Context: an optimization exercise on an open-source flow, tuned for small area. The choices shown serve that exercise and are no tape-out recipe.
Function was checked by simulation only, so behaviour that the tests miss may differ from the original.
Power is estimated from default activity; no workload was simulated.

<file path="design.v">
/*verilator lint_off UNUSED*/
module c_decode (
    input logic [31:0] inst,input logic  pc,pc_missallign,  output logic next_comp16, output logic [31:0] compressed_inst_out
);
    logic [1:0] comp_opcode;
    logic [11:0] comp_load_i_type, comp_imm_stack_store,comp_imm_load_store, imm_Li, comp_i_tpye;
    logic [4:0] rs2, rs1,rd ; 
    logic [19:0] imm_jump, imm_LUI, imm_LUI_addi_16_sp;
    logic [2:0] comp_func3;
    logic [4:0] comp_rs1, comp_rs2, comp_rd;
    logic [15:0] comp_inst;
    logic illegal;	 
    logic [4:0]imm_sLLI;	 
    logic [7:0]imm;		 
    logic [11:0] comp_imm_branch, comp_addi_14_sp, imm_ANDI;
    logic [31:0] inst_load, inst_store, inst_load_stack, inst_store_stack, inst_jal , inst_j, inst_jalr,inst_jr, inst_branch_not, inst_branch_equal,inst_LI, inst_LUI, inst_r_type, inst_r_comp_type,inst_nop, inst_i_type, inst_addi_16_sp, inst_addi_14_sp, inst_SLLI, inst_sRLI, inst_sRAI, inst_ADD, inst_ANDI, inst_MV, inst_AND, inst_OR, inst_XOR, inst_SUB,inst_E_Break;	 
    logic [6:0] load_opcode, store_opcode, R_type_opcode, I_type_opcode, Jal_opcode, B_type_opcode, Jalr_opcode,LUI_opcode, AUIPC_opcode ;
    assign illegal =| comp_inst; 
    assign comp_opcode = comp_inst [1:0];
    assign comp_load_i_type = (({{6'b0},{comp_inst[3:2]},{comp_inst[12]}, {comp_inst[6:4]}}) << 2);  
    assign comp_imm_stack_store = (({{6'b0},{comp_inst[8:7]},{comp_inst[12:9]}}) << 2);   
    assign imm = comp_inst[12:5];    
    assign comp_imm_load_store = (({{7'b0},{comp_inst[5]},{comp_inst[12:10]}, {comp_inst[6]}}) << 2);  
    assign comp_imm_branch = {{3{comp_inst[12]}}, {comp_inst[12]},{comp_inst[6:5]},{comp_inst[2]}, {comp_inst[11:10]}, {comp_inst[4:3]}, {1'b0}};  
    assign rs2 = comp_inst [6:2];    
    assign rs1 = comp_inst [11:7];   
    assign rd =rs1;     	     
    assign comp_rs1 = {{2'b01},{comp_inst[9:7]}};    
    assign comp_rs2 = {{2'b01},{comp_inst[4:2]}};    
    assign comp_rd = {{2'b01},{comp_inst[4:2]}};     
    assign imm_jump =  (({{8{comp_inst[12]}},{comp_inst[12]}, {comp_inst[8]},{comp_inst[10:9]} , {comp_inst[6]} , {comp_inst[7]} , {comp_inst[2]} , {comp_inst[11]} , {comp_inst[5:3]} , 1'b0 }));  
    assign imm_Li = {{6{comp_inst[12]}} , {comp_inst[12]} , {comp_inst[6:2]}};
    assign imm_LUI = { {2{comp_inst[12]} },{comp_inst[12]} , {comp_inst [6:2]}, {12'b0}};
    assign imm_LUI_addi_16_sp =  {{10{comp_inst[12]}} ,{comp_inst[12]}, {comp_inst [4:3]},{comp_inst[5]},{comp_inst[2]},{comp_inst[6]} ,{4'b0} } ;
    assign comp_addi_14_sp = (({{4'b0}, {comp_inst[10:7]} ,  {comp_inst[12:11]},{comp_inst[5]} , {comp_inst[6]}} ) << 4);
    assign imm_sLLI = comp_inst[6:2] ;		     
    assign imm_ANDI = {{6{comp_inst[12]}} , {comp_inst[12]} , {comp_inst[6:2]}};
    assign comp_i_tpye = {{6{comp_inst[12]} }  ,  {comp_inst[12]}, {comp_inst [6:2]}};
    assign comp_func3 = comp_inst[15:13];
    assign load_opcode = 7'b0000011;
    assign store_opcode =7'b0100011;
    assign R_type_opcode =7'b0110011;
    assign I_type_opcode = 7'b0010011;
    assign B_type_opcode = 7'b1100011;
    assign Jal_opcode =7'b1101111;
    assign Jalr_opcode = 7'b1100111;
    assign LUI_opcode =7'b0110111;
    assign AUIPC_opcode= 7'b0010111;
    always_comb begin  
    if (pc_missallign) begin 
        comp_inst = inst[15:0];  
    end
    else begin 
        if(pc) comp_inst = inst[31:16];
        else comp_inst = inst[15:0]; 
    end
    end
    always_comb begin  
    if (illegal) begin  
    case (comp_opcode)
       2'b00 : next_comp16 =1'b1;
       2'b01 : next_comp16=1'b1;
       2'b10 : next_comp16=1'b1;
       2'b11 : next_comp16 =1'b0; 
        default: next_comp16 =1'b0;
    endcase
    end
    else next_comp16= 1'b0;
    end
    always_comb begin  
        if (~next_comp16) compressed_inst_out = inst;
        else begin 
            case (comp_opcode)
            2'b00 : begin 
                    case (comp_func3)
                    3'b000 :  compressed_inst_out = inst_addi_14_sp;
                    3'b010 :  compressed_inst_out = inst_load;
                    3'b110 :  compressed_inst_out = inst_store;
                    default compressed_inst_out = 32'h0000_0013; 
                    endcase
                end 
            2'b01 : begin 
                    case(comp_func3)
                    3'b000 : begin 
                            if (comp_inst[11:7] == 5'b0) compressed_inst_out = 32'h0000_0013; 
                            else compressed_inst_out = inst_i_type;
                            end
                    3'b001 : compressed_inst_out = inst_jal;
                    3'b010 : compressed_inst_out = inst_LI;
                    3'b011 : begin  if (rd == 5'h02 & rd!=5'h00)  compressed_inst_out = inst_addi_16_sp;
                                    else compressed_inst_out = inst_LUI;
                            end
                    3'b100 : begin 
                            case (comp_inst[11:10])
                            2'b00 : compressed_inst_out = inst_sRLI;
                            2'b01 : compressed_inst_out = inst_sRAI;
                            2'b10 : compressed_inst_out = inst_ANDI;
                            2'b11 : begin 
                                    case (comp_inst[6:5])
                                    2'b00 : compressed_inst_out = inst_SUB;
                                    2'b01 : compressed_inst_out = inst_XOR;
                                    2'b10 : compressed_inst_out = inst_OR;
                                    2'b11 : compressed_inst_out = inst_AND;
                                    endcase
                                    end
                            default compressed_inst_out = 32'h0000_0013;
                            endcase
                            end
                    3'b101 : compressed_inst_out = inst_j;
                    3'b110 : compressed_inst_out = inst_branch_equal;
                    3'b111 : compressed_inst_out = inst_branch_not;
                    endcase
                    end
            2'b10 : begin 
                    case (comp_func3)
                    3'b000 : compressed_inst_out = inst_SLLI;
                    3'b010 : compressed_inst_out =inst_load_stack;
                    3'b100 :  begin
                        case(comp_inst[12])
                        1'b0 : begin 
                            if((rs2 == 5'h00) & (rs1!=5'h00)) compressed_inst_out = inst_jr;
                            else compressed_inst_out = inst_MV;
                                end
                        1'b1 : begin
                            if ((rs1==5'h00) & (rs2 == 5'h00)) compressed_inst_out =inst_E_Break;
                            else if ((rs1!=5'h00) & (rs2 == 5'h00))compressed_inst_out= inst_jalr;
                            else compressed_inst_out = inst_ADD;
                        end
                        endcase
                                end 
                    3'b110 : compressed_inst_out = inst_store_stack;
                    default compressed_inst_out = 32'h0000_0013;
                    endcase
                    end
            2'b11 : compressed_inst_out = inst;
            endcase
        end
    end
    always_comb begin   
        inst_load_stack = { {comp_load_i_type}, {5'h02} , {comp_func3} , {rs1}, {load_opcode}};      
        inst_store_stack = {{comp_imm_stack_store[11:5]} , {rs2}, {5'h02},{3'b010}, {comp_imm_stack_store[4:0]}, {store_opcode}};    
        inst_load = {{comp_imm_load_store}, {comp_rs1}, {comp_func3}, {comp_rd}, {load_opcode}};     
        inst_store = {{comp_imm_load_store[11:5]}, {comp_rs2},{comp_rs1}, {3'b010}, {comp_imm_load_store[4:0]}, {store_opcode}};     
        inst_jal = {  {{imm_jump[19]},{imm_jump[9:0]},{imm_jump[10]},{imm_jump[18:11]}} , {5'h01}, {Jal_opcode}};   
        inst_j = {  {{imm_jump[19]},{imm_jump[9:0]},{imm_jump[10]},{imm_jump[18:11]}} , {5'h00}, {Jal_opcode}};     
        inst_jr = {{12'h0} , {rs1} , {3'b0}, {5'h00}, {Jalr_opcode}};    
        inst_jalr= {{12'h0} , {rs1} , {3'b0}, {5'h01}, {Jalr_opcode}};   
        inst_branch_equal = {{{comp_imm_branch[11]} , {comp_imm_branch [9:4]}} ,{5'h00} ,  {comp_rs1} , {3'b000} , {{comp_imm_branch[3:0]},{comp_imm_branch[10]}} ,  {B_type_opcode}};   
        inst_branch_not = {{{comp_imm_branch[11]} , {comp_imm_branch [9:4]}} ,{5'h00} ,  {comp_rs1} , {3'b001} , {{comp_imm_branch[3:0]},{comp_imm_branch[10]}} ,  {B_type_opcode}};     
        inst_LI = {{imm_Li}, {5'h00} , {3'b0} , {rd} , {I_type_opcode}};                                 
        inst_LUI = { {imm_LUI} , {rd} , {LUI_opcode}};                                                   
        inst_i_type = { {comp_i_tpye} , {rs1} , {comp_func3} , {rs1} , {I_type_opcode}}  ;               
        inst_addi_16_sp = {{imm_LUI_addi_16_sp} , {5'h02} , {LUI_opcode}};                               
        inst_addi_14_sp = {{comp_addi_14_sp}, {5'h02} , {comp_func3} , {comp_rd} , {I_type_opcode}};     
        inst_SLLI = {{7'b0} , {imm_sLLI} ,{rs1} , {3'b001}, {rs1}, {I_type_opcode}};                     
        inst_sRLI = {{7'b0} , {imm_sLLI} ,{comp_rs1} , {3'b101}, {comp_rs1}, {I_type_opcode}};           
        inst_sRAI = {{7'b0100000} , {imm_sLLI} ,{comp_rs1} , {3'b101}, {comp_rs1}, {I_type_opcode}};     
        inst_ANDI = {{imm_ANDI} ,{comp_rs1}, {3'b111}, {comp_rs1}, {I_type_opcode}};                     
        inst_ADD = {{7'b0}, {rs2}, {rs1}, {3'b0} , {rs1} , {R_type_opcode} };                            
        inst_MV ={{7'b0}, {rs2}, {5'b0}, {3'b0} , {rs1} , {R_type_opcode} };                             
        inst_AND = {{7'b0}, {comp_rs2}, {comp_rs1}, {3'b111} , {comp_rs1} , {R_type_opcode} };            
        inst_OR = {{7'b0}, {comp_rs2}, {comp_rs1}, {3'b110} , {comp_rs1} , {R_type_opcode} };             
        inst_XOR = {{7'b0}, {comp_rs2}, {comp_rs1}, {3'b100} , {comp_rs1} , {R_type_opcode} };            
        inst_SUB = {{7'b0100000}, {comp_rs2}, {comp_rs1}, {3'b000} , {comp_rs1} , {R_type_opcode} };      
	    inst_E_Break ={{12'b000000000001},{5'b0},{3'b0},{5'b0},{7'b1110011}};
    end
endmodule
module c_misalign (
    input   logic           clk, 
    input   logic           reset, 
    input   logic           sel_for_branch,
    input   logic   [31:0]  pc_in, 
    input   logic   [31:0]  inst_in,
    output  logic           stall_pc,
    output  logic           pc_misaligned_o,
    output  logic   [31:0]  pc_out, 
    output  logic   [31:0]  inst_out
);
    logic [15:0] upper_16;
    logic [31:0] conc_32_misallign;
    logic is_missaligned, next_misaligned;
    typedef enum logic[1:0] {s0 = 2'b00, s1= 2'b01, s2=2'b10} states;
    states current_state, next_state;
    always_comb begin  
        if((inst_in[17:16] == 2'b11) )begin
             is_missaligned =1'b1;
        end
        else is_missaligned =1'b0;
    end
    always_ff @( posedge clk  ) begin    
        if (reset) next_misaligned<=1'b0;
        else next_misaligned<=is_missaligned;
    end
    always_ff @( posedge clk ) begin  
        if (reset) upper_16 <=16'b0;
        else begin
        if (current_state != s1) begin 
            if (is_missaligned & (current_state == s0)) upper_16<= inst_in[31:16];
            else if ((next_misaligned)& (current_state == s2))upper_16<=conc_32_misallign[31:16];
        end
        else upper_16 <=upper_16;
    end
    end
    always_ff @( posedge clk ) begin  
        if (reset) conc_32_misallign<=32'b0;
        else begin 
            if (current_state == s1) conc_32_misallign<=inst_in;
            else if (current_state == s0) conc_32_misallign<=32'b0;
        end
    end
    always_ff @( posedge clk ) begin  
        if (reset) current_state<=s0;
        else current_state<=next_state;
    end
    always_comb begin   
        stall_pc = 1'b0;
        pc_out=pc_in;
        inst_out=inst_in;
        pc_misaligned_o =1'b0;
        case(current_state)
        s0 : begin  
                pc_out=pc_in;
                inst_out=inst_in;
                stall_pc=1'b0;
                pc_misaligned_o =1'b0;
                if (is_missaligned) next_state = s1;
                else begin 
                    next_state =s0;
                end
        end
        s1 : begin  
            pc_out = pc_in+32'd2;
            inst_out =32'h0000_0013;
            stall_pc =1'b1;
            pc_misaligned_o =1'b1;
            if (sel_for_branch) next_state = s0;   
            else  next_state =s2;            
        end
        s2 : begin   
            inst_out = {{conc_32_misallign[15:0]},{upper_16}};
            pc_out = pc_in; 
            pc_misaligned_o =1'b1;
            stall_pc = 1'b0;
            if (sel_for_branch) next_state=s0;
            else begin
                if (next_misaligned ) next_state =s1;         
                else next_state =s0;
            end
        end
        default next_state =s0;
        endcase
    end
endmodule
module c_top(
    input   logic           clk,
    input   logic           reset_i,
    input   logic   [31:0]  pc_i,
    input   logic   [31:0]  instr_i,
    input   logic           br_taken_i,
    output  logic   [31:0]  pc_realigned_o,
    output  logic           pc_half_o,
    output  logic           stall_o,
    output  logic   [31:0]  instr_o
);
    logic                   pc_misalign;
    logic           [31:0]  instruction;
c_misalign misalign (
    .clk                    (clk), 
    .reset                  (reset_i), 
    .sel_for_branch         (br_taken_i),
    .pc_in                  (pc_i), 
    .inst_in                (instr_i),
    .stall_pc               (stall_o),
    .pc_misaligned_o        (pc_misalign),
    .pc_out                 (pc_realigned_o), 
    .inst_out               (instruction)
);
c_decode decode (
    .inst                   (instruction),
    .pc                     (pc_i[1]),
    .pc_missallign        (pc_misalign),  
    .next_comp16            (pc_half_o), 
    .compressed_inst_out    (instr_o)
);
endmodule
</file>
<file path="run.sh">
#!/bin/bash
# synth_recipe.tcl (not shown) runs the flow's synth.tcl, then flattens the netlist and writes it again
# the make line also repeats each setting of config.mk as NAME=value (left out here)
make -C /OpenROAD-flow-scripts/flow DESIGN_CONFIG=/design/flow/config.mk WORK_HOME=/design/flow/orfs CLKGATE_MAP_FILE= SYNTH_SCRIPT=/design/flow/synth_recipe.tcl finish
</file>
<file path="constraint.sdc">
create_clock -name core_clock -period 10.0 [get_ports {clk}]
set_input_delay 2.0000 -clock core_clock [delete_from_list [all_inputs] [get_ports {clk}]]
set_output_delay 2.0000 -clock core_clock [all_outputs]
set_load 0.01 [all_outputs]
</file>
<file path="config.mk">
export PLATFORM = sky130hd
export DESIGN_NAME = c_top
export DESIGN_NICKNAME = c_top
export VERILOG_FILES = /design/flow/design.v
export SDC_FILE = /design/flow/constraint.sdc
export NUM_CORES = 4
export LEC_CHECK = 0
export CAP_MARGIN = 20
export CORE_MARGIN = 2
export CORE_UTILIZATION = 40
export SLEW_MARGIN = 20
</file>
==> results.txt <==
Status = no timing/DRC/antenna violations
Slew Limit Fails = 0
# H-tree levels = 2
Seq cells post-synth = 51
Vias in the first global route = 6043
Worst setup SP type = input pin
Post-Syn Nets = 815
Rel. slew slack = 36.3%
WL met3 = 2920 um
Vias/cell = 6.48
Drt drc = 0
Core footprint = 12500 sq um
Ys async rst share = 0%
Placed Instances = 1004
Setup bufs post-CTS = 0
First-pass GRT wire length = 35800 um
Setup violations, final = 0
Post-Synthesis Mean Instance Area = 6.85 sq um
CTS max path bufs = 2
Worst path top cell family by delay = buffers and inverters
DR vias = 6560
Clk Latency, worst-skew pair = 0.30 ns
Average wire per standard cell = 24.3 um
Fmax = 120 MHz
Layout area overhead = 30.6%
RD Place Congestion = 1.02
Syn Std Cell Area = 5090 sq um
TritonCTS clock tree = done
Min-delay worst type = flip-flop to flip-flop
Nets = 911
Period utilization = 83.6%
CP max FO = 23
Hold Violations, Final = 0
Unique masters post-synth = 71
Largest stage delay on the critical path = 1.04 ns
Ys flop type = dfxtp_1
PortBufs = 130
WL met2 = 11300 um
Crit-path slowest cell = clkdlybuf4s50_1
Clk sinks = 51
Pwr Total = 744 uW
Initial core utilization = 40.7%
Wire length on met1 = 9200 um
Worst Tran Pin Value = 0.955 ns
N_diodes = 0
ANT nets after route = 0
Synth Warn # = 2
Crit. End Element = output pin
Uppermost layer routed = met4
Finished Layout Cells = 1012
Largest net degree at the start of global routing = 84
Fin crit period = 8.36 ns
Core Util, Final = 53.1%
RSZ-0062 raised after global routing = no
Layout cells sized above 1 = 6.43%
Seq/Total Area, Yosys = 20.1%
Die area = 13600 sq um
Row count = 41
GRT Util Overall = 35.1%
Hold-fix buffers, CTS = 0
Post-synth EDFFs = 0
CTS clk-pin slew, worst paths = 0.07 ns
DRT Pass-1 Iters = 7
Detail Placement HPWL = 18700 um
# IOs = 133
Critical path cell sequence = clkdlybuf4s50_1, buf_4, mux2i_1, o21ai_0, nor3_1, nand4_1, o21ai_2, buf_4, inv_2, a211oi_1, a31oi_1, clkdlybuf4s50_1
Die W = 117 um
Number of CTS-inserted buffers = 5
Initial antenna violation count = 0
Starting DRC count in detailed routing = 982
CP Data Arrival Time = 6.36 ns
Post-Synthesis Cells = 743
Routed wire length = 24600 um
Setup_tns = 0 ns
Max cap viols = 0
WP data required = 8.00 ns
Root buffer cell = clkbuf_16
Die Height = 117 um
VDD IR-drop max = 0.0853 mV
Total grt overflow = 0
Worst Skew = 0.00906 ns
Cell leakage power = 2.36 nW
Bufs and invs on worst path = 5
# resized after CTS = 0
Power per cell area = 112 nW/um^2
Setup Crit Path Kind = input pin to output pin
==> flip-flops by register name, indices dropped and copies added (netlist names) <==
signal / count
misalign.conc_32_misallign: 32
misalign.current_state: 2
misalign.next_misaligned: 1
misalign.upper_16: 16
==> cell families after synthesis <==
logic type               Yosys count  synth area share, %
AO/OA/AOI/OAI                    256                 32.4
XOR/XNOR                          30                 5.16
adder cells (fa/ha/maj)            5                 1.23
buffers and inverters             84                 7.28
flip-flops                        51                 20.1
multiplexers                      27                 5.46
AND/OR/NAND/NOR                  290                 28.4
==> layout by cell type, fill, tap and decap left out, types with 11 or more instances in the layout <==
cell / n
inv_1: 19
mux2i_1: 23
nor2_1: 92
a21oi_1: 71
nor3_1: 11
o21a_1: 12
clkdlybuf4s50_1: 129
nor3b_1: 32
nand2_1: 61
o221ai_1: 11
xnor2_1: 25
buf_4: 22
nand3_1: 39
and3_1: 19
o21ai_0: 60
a211oi_1: 19
dfxtp_1: 51
==> synthesized netlist by cell type, types with 19 or more instances <==
cell / number / area share, %
o21ai_0: 61 / 6.0
a21oi_1: 72 / 7.1
and3_1: 19 / 2.3
inv_1: 19 / 1.4
xnor2_1: 25 / 4.3
nor3b_1: 32 / 4.7
a211oi_1: 19 / 2.8
nor2_1: 92 / 6.8
dfxtp_1: 51 / 20
mux2i_1: 23 / 4.5
nand3_1: 40 / 3.9
nand2_1: 61 / 4.5
clkbuf_1: 38 / 2.8
==> final timing paths <==
path                             startpoint  cells past startpoint  slack (ns)                   end
max reg2reg       misalign.current_state[0]                      7        7.16  misalign.upper_16[4]
min          misalign.conc_32_misallign[17]                      2        0.50  misalign.upper_16[1]
max                                 pc_i[1]                     12        1.64           instr_o[30]
min reg2reg  misalign.conc_32_misallign[17]                      2        0.50  misalign.upper_16[1]
==> routing by layer <==
layer,global-route usage [%],vias to the layer above
li1,-,2936
met1,43.4,3036
met2,58.6,488
met3,7.62,100
met4,15.6,0
met5,0,-
==> per-stage QoR <==
step	setup WS [ns]	hold slack, ns	instance area, sq um
after floorplan	4.03	0.449	5090
after global placement	1.90	0.462	6490
after detailed placement	1.81	0.493	6490
after CTS	1.80	0.497	6640
after global routing	1.46	0.515	6650
final	1.64	0.495	6650
==> worst register-to-register path, cell delays in order (launching register included) <==
cell and delay [ns]:
dfxtp_1 0.34, inv_1 0.09, ha_2 0.66, nand3_2 0.65, a21oi_2 0.29, buf_4 0.34, nor2_1 0.11, a211oi_1 0.27
==> power by group <==
group / switching [mW] / internal [mW]
logic: 0.210 / 0.140
registers: 0.00381 / 0.210
clock network: 0.0845 / 0.0956
total: 0.298 / 0.446
==> layout make-up <==
cell class                 instances  area, sq um
inverter                          21         78.8
multi-input combinational        608         3720
clock inverter                     3         27.5
sequential                        51         1020
clock buffer                       5          125
tap                              172          215
timing repair buffer             152         1460
fill                            1279         5870

==> afterwards: timing with drivers on the ports <==
In the flow no input, the clock included, has a driving cell. The finished layout below was timed again as built, in two steps. Step 1 assumes that a clkbuf_16 drives the clock port and a buf_2 every other input. Step 2 times the ports against the registers' clock, not the clock port: input delays grow and output delays shrink by t, the midpoint of the rising clock arrivals with the driver on. Slacks: ideal / step 1 / step 2; pairs: ideal / step 1.
t, ns: 0.337
setup WS [ns]: 1.639 / 1.606 / 1.606
slew at the worst register clock pin (ns): 0.08 / 0.08
After both steps setup and hold are still met in this run. The setup slack of this run moves by -0.033 ns with the drivers and by -0.033 ns with both steps.
